This design comes from an exercise in tuning for small area on the open sky130 flow, not from production work.
Where RTL was checked, it was by simulation tests only, not by an equivalence proof against the original.
Power and IR drop assume default switching activity.

Design sdio_device_stack, start of the top module:
module sdio_device_stack (
  input                     sdio_clk,
  input                     sdio_clk_x2,
  input                     rst,
  output                    o_mem_en,
  output          [7:0]     o_func_enable,           
  input           [7:0]     i_func_ready,            
  output          [2:0]     o_func_abort_stb,
  input           [7:0]     i_func_exec_status,
  input           [7:0]     i_func_ready_for_data,
  output                    o_fbr1_csa_en,
  output          [3:0]     o_fbr1_pwr_mode,
  output          [15:0]    o_fbr1_block_size,
  output                    o_fbr2_csa_en,
  output          [3:0]     o_fbr2_pwr_mode,
  output          [15:0]    o_fbr2_block_size,
  output                    o_fbr3_csa_en,
  output          [3:0]     o_fbr3_pwr_mode,
  output          [15:0]    o_fbr3_block_size,
  output                    o_fbr4_csa_en,
  output          [3:0]     o_fbr4_pwr_mode,
  output          [15:0]    o_fbr4_block_size,
  output                    o_fbr5_csa_en,
  output          [3:0]     o_fbr5_pwr_mode,
  output          [15:0]    o_fbr5_block_size,
  output                    o_fbr6_csa_en,
  output          [3:0]     o_fbr6_pwr_mode,
  output          [15:0]    o_fbr6_block_size,
  output                    o_fbr7_csa_en,
  output          [3:0]     o_fbr7_pwr_mode,
  output          [15:0]    o_fbr7_block_size,
  output                    o_func1_wr_stb,
  output          [7:0]     o_func1_wr_data,
  input                     i_func1_rd_stb,
  input           [7:0]     i_func1_rd_data,
  output                    o_func1_hst_rdy,
  input                     i_func1_com_rdy,
  output                    o_func1_activate,
  output                    o_func2_wr_stb,
  output          [7:0]     o_func2_wr_data,
  input                     i_func2_rd_stb,
  input           [7:0]     i_func2_rd_data,
  output                    o_func2_hst_rdy,
  input                     i_func2_com_rdy,
  ...
For scale: ~4500 cells after synthesis, roughly 580 flip-flops, about 420 I/O pins, roughly 31000 um2 of cells after synthesis.
Settings: LEC_CHECK=0, ABC_AREA=1, CAP_MARGIN=20, CORE_MARGIN=2, CORE_UTILIZATION=40, SLEW_MARGIN=20; clock period 10.0 ns.
run.sh (not shown) runs the stock make flow with config.mk's settings and CLKGATE_MAP_FILE= SYNTH_SCRIPT=/design/flow/synth_recipe.tcl, a recipe that flattens the netlist after the stock synthesis.
Next try:
--- a/flow/config.mk
+++ b/flow/config.mk
@@ -7,6 +7,6 @@
 export LEC_CHECK = 0
-export ABC_AREA = 1
 export CAP_MARGIN = 20
 export CORE_MARGIN = 2
-export CORE_UTILIZATION = 40
+export CORE_UTILIZATION = 60
+export CTS_BUF_LIST = sky130_fd_sc_hd__clkbuf_2 sky130_fd_sc_hd__clkbuf_4
 export SLEW_MARGIN = 20
Effect:
- wire length went down by roughly a tenth
- utilization rose by 23 points
- maximum frequency goes down slightly
- die area goes down by a quarter to a third
- non-clock buffer count goes up by 15
- design area drops by a few percent
- final cell count falls by about a fifth
Next try:
--- a/flow/config.mk
+++ b/flow/config.mk
@@ -9,4 +9,3 @@
 export CORE_MARGIN = 2
-export CORE_UTILIZATION = 60
-export CTS_BUF_LIST = sky130_fd_sc_hd__clkbuf_2 sky130_fd_sc_hd__clkbuf_4
+export CORE_UTILIZATION = 40
 export SLEW_MARGIN = 20
After rerunning:
- final area goes up by 2.2%
- hold slack is about the same
- sequential cell count stays the same
- wire length goes up by 3.8%
- die area goes up by about 50%
- register-to-register slack is worse by 0.18 ns
No run of this note included a check of the RTL's function; only the layout flow was run.

========
Setup of run 1:
Another version of the RTL of sdio_device_stack (not shown whole).
For scale: ~510 flip-flops, ~420 I/O pins, about 27000 um2 of cells after synthesis.
export LEC_CHECK = 0
export CAP_MARGIN = 20
export CORE_MARGIN = 2
export CORE_UTILIZATION = 60
export SLEW_MARGIN = 20
create_clock -name core_clock -period 10.0 [get_ports {sdio_clk}]
standard.sh (not shown) runs the stock make flow with config.mk's settings and CLKGATE_MAP_FILE= SYNTH_SCRIPT=/design/flow/synth_recipe.tcl, a recipe that flattens the netlist after the stock synthesis.
==> flow/flow/run.sh <==
#!/bin/bash
# The standard ORFS layout (standard.sh, unchanged synthesis), with two
# layout settings changed:
#  - the port buffers that buffer_ports inserts on every input and output are
#    the smallest buffer cell instead of the default clkdlybuf4s50_1;
#  - clock-tree leaf clusters are larger (fewer leaf buffers) and no dummy
#    loads are added for balancing;
#  - tie cells are not split per load: the one constant driver synthesis
#    makes drives all constant-0 outputs.
# The full make output goes to standard_flow.log in the work folder; ORFS
# keeps its per-step logs under orfs/logs.
set -euo pipefail
bash standard.sh \
  "BUFFER_PORTS_ARGS=-buffer_cell sky130_fd_sc_hd__buf_1" \
  "CTS_ARGS=-sink_clustering_enable -repair_clock_nets -sink_clustering_size 25 -sink_clustering_max_diameter 100 -dont_use_dummy_load" \
  "SKIP_REPAIR_TIE_FANOUT=1" \
  finish > standard_flow.log 2>&1
Here is what was changed in the inputs of run 2 compared with run 1.
Settings: changing CORE_UTILIZATION from 60 to 65.
[summary]
Compared with run 1, in run 2 clock-pin slew on the worst setup and hold paths now sits at about the same level; slack of the critical path went up; wire length of the first global-routing pass down 2.2%. Against run 1, the final cell area of run 2 is lower. Summary — floorplan die width, run 2 relative to run 1: lower, by 3.9%. Minimum clock period in run 2 is 710 ps lower than in run 1. For run 1, the termination of the worst setup path was o_func7_wr_data[7], unlike run 2, where it was o_func7_wr_stb. On met2 usage in global routing: between run 1 and run 2, it ends up higher for run 2. The die footprint of run 2 falls short of that of run 1 by 7.6%.
> inputs changed (run 2 -> run 3)
Settings: changing CORE_UTILIZATION from 65 to 60.
==> flow/run.sh (new file) <==
#!/bin/bash
# synth_recipe.tcl (not shown) runs the flow's synth.tcl, then flattens the netlist and writes it again
# the make line also repeats each setting of config.mk as NAME=value (left out here)
make -C /OpenROAD-flow-scripts/flow DESIGN_CONFIG=/design/flow/config.mk WORK_HOME=/design/flow/orfs CLKGATE_MAP_FILE= SYNTH_SCRIPT=/design/flow/synth_recipe.tcl finish
removed: flow/flow/run.sh
removed: flow/standard.sh
## What came out
Relative to run 2, the inserted tap cell count measured on run 3 has increased by more than 10%.
Compare run 2 and run 3 | smallest setup slack after layout lower: run 3
Comparing run 2 and run 3, the higher number of stages on the worst setup path was measured on run 2.
Run 3 vs run 2 — overall power consumption climbed by more than a quarter
The more densely filled core belongs to run 3, not run 2.
| layout filler cell count | higher: run 3 |
Xor and xnor fraction of the mapped netlist area came out exactly the same in run 2 and run 3.
Ratio of final minimum period to clock period in run 3 is 5.3 points higher than in run 2
Going from run 2 to run 3, wire length shows an increase of 6.8%; number of H-tree branching levels shows an increase of 1.
Modified inputs, run 4 compared to run 3
Settings: setting GPL_ROUTABILITY_DRIVEN to 0 for the first time; setting GPL_TIMING_DRIVEN to 0 for the first time.
==> flow/flow/run.sh (new file) <==
#!/bin/bash
# The standard ORFS layout (standard.sh, unchanged synthesis), with two
# layout settings changed:
#  - the port buffers that buffer_ports inserts on every input and output are
#    the smallest buffer cell instead of the default clkdlybuf4s50_1;
#  - clock-tree leaf clusters are larger (fewer leaf buffers) and no dummy
#    loads are added for balancing;
#  - tie cells are not split per load: the one constant driver synthesis
#    makes drives all constant-0 outputs.
# The full make output goes to standard_flow.log in the work folder; ORFS
# keeps its per-step logs under orfs/logs.
set -euo pipefail
bash standard.sh \
  "BUFFER_PORTS_ARGS=-buffer_cell sky130_fd_sc_hd__buf_1" \
  "CTS_ARGS=-sink_clustering_enable -repair_clock_nets -sink_clustering_size 25 -sink_clustering_max_diameter 100 -dont_use_dummy_load" \
  "SKIP_REPAIR_TIE_FANOUT=1" \
  "REMOVE_ABC_BUFFERS=1" \
  finish > standard_flow.log 2>&1
==> flow/standard.sh (new file) <==
#!/bin/bash
# synth_recipe.tcl (not shown) runs the flow's synth.tcl, then flattens the netlist and writes it again
# the make line also repeats each setting of config.mk as NAME=value (left out here)
make -C /OpenROAD-flow-scripts/flow DESIGN_CONFIG=/design/flow/config.mk WORK_HOME=/design/flow/orfs CLKGATE_MAP_FILE= SYNTH_SCRIPT=/design/flow/synth_recipe.tcl "${@:-finish}"
removed: flow/run.sh
## What came out
- Worst path arrival time (lower): run 3
- Taking run 3 as the reference, in run 4 count of clock buffers in the final design lower; combinational fraction of design power higher.
Input changes introduced in run 5 (baseline for comparison: run 4):
Settings: clearing GPL_ROUTABILITY_DRIVEN, which used to be 0; clearing GPL_TIMING_DRIVEN, which used to be 0.
diff --git a/flow/flow/run.sh b/flow/flow/run.sh
--- a/flow/flow/run.sh
+++ b/flow/flow/run.sh
@@ -7,3 +7 @@
-#    loads are added for balancing;
-#  - tie cells are not split per load: the one constant driver synthesis
-#    makes drives all constant-0 outputs.
+#    loads are added for balancing.
@@ -15,3 +13 @@
-  "CTS_ARGS=-sink_clustering_enable -repair_clock_nets -sink_clustering_size 25 -sink_clustering_max_diameter 100 -dont_use_dummy_load" \
-  "SKIP_REPAIR_TIE_FANOUT=1" \
-  "REMOVE_ABC_BUFFERS=1" \
+  "CTS_ARGS=-sink_clustering_enable -repair_clock_nets -sink_clustering_size 12 -sink_clustering_max_diameter 60 -buf_list {sky130_fd_sc_hd__clkbuf_4 sky130_fd_sc_hd__clkbuf_8} -dont_use_dummy_load" \
## What came out
Diff run 4 -> run 5: number of buffers created by CTS up about 120%, part of the total power dissipated in the clock network up 1.5 points, ratio of routed vias to standard cells down 0.13, via count of the first global-routing pass up 117.
Against run 4 as the reference, run 5 delivers a higher overall power of the completed layout.
Run 5 closes out successfully: all stages finished, all timing, DRC and antenna checks passed.
Run 4 ended up with clkinv_4 as its slowest cell on the critical path; run 5 ended up with clkinv_2.
Relative to run 5, the following input files were edited for run 6:
Settings: putting GPL_TIMING_DRIVEN at 0 where nothing was set.
diff --git a/flow/flow/run.sh b/flow/flow/run.sh
--- a/flow/flow/run.sh
+++ b/flow/flow/run.sh
@@ -7 +7,3 @@
-#    loads are added for balancing.
+#    loads are added for balancing;
+#  - tie cells are not split per load: the one constant driver synthesis
+#    makes drives all constant-0 outputs.
@@ -13 +15,3 @@
-  "CTS_ARGS=-sink_clustering_enable -repair_clock_nets -sink_clustering_size 12 -sink_clustering_max_diameter 60 -buf_list {sky130_fd_sc_hd__clkbuf_4 sky130_fd_sc_hd__clkbuf_8} -dont_use_dummy_load" \
+  "CTS_ARGS=-sink_clustering_enable -repair_clock_nets -sink_clustering_size 25 -sink_clustering_max_diameter 100 -dont_use_dummy_load" \
+  "SKIP_REPAIR_TIE_FANOUT=1" \
+  "REMOVE_ABC_BUFFERS=1" \
Findings:
- Taking run 5 as the reference, in run 6 area growth from synthesis to layout now smaller, final cell count without fillers now smaller, power share of the sequential group now larger.
- Looking at run 5 and run 6, the sequential share of the synthesized area is a wash.
- Internal power consumption: run 6 better than run 5
- Changes observed in run 6 relative to run 5: H-tree depth fell by 1, total CTS buffers went down 54%.

re-timing with driven ports:
In the flow no input, the clock included, has a driving cell. The finished layouts below were timed again as built, in two steps. Step 1 assumes that a clkbuf_16 drives the clock port and a buf_2 every other input. Step 2 moves the port delays by t, midway between the first and last clock arrival at a register: inputs arrive t later, outputs are due t later. That takes back most of the time a late clock gives input paths. Three values: ideal ports, drivers, drivers and shift; two values: the first two.
run | t (ns) | setup WS [ns] | worst setup path after step 2 | slew at the worst register clock pin (ns) | cell pins on the clock port's net
the first run of note 1 | 0.674 | 3.563 / 3.510 / 3.510 | input to output | 0.06 / 0.06 | 1
the second run of note 1 | 1.037 | 3.472 / 3.414 / 3.448 | input to output | 0.08 / 0.08 | 1
the third run of note 1 | 0.664 | 3.479 / 3.436 / 3.436 | input to output | 0.07 / 0.07 | 1
run 1 | 0.633 | 3.487 / 3.443 / 3.443 | input to output | 0.11 / 0.11 | 1
run 2 | 0.628 | 4.195 / 4.147 / 4.147 | input to output | 0.11 / 0.11 | 1
run 3 | 0.656 | 3.669 / 3.632 / 3.632 | input to output | 0.07 / 0.07 | 1
run 4 | 0.619 | 3.470 / 3.441 / 3.441 | input to output | 0.11 / 0.11 | 1
run 5 | 0.701 | 3.538 / 3.514 / 3.514 | input to output | 0.09 / 0.09 | 1
run 6 | 0.622 | 3.684 / 3.661 / 3.661 | input to output | 0.11 / 0.11 | 1
After both steps every run listed still meets setup and hold. For the first run of note 1, which loses most, drivers alone change the setup slack by -0.053 ns; drivers and shift together by -0.053 ns.
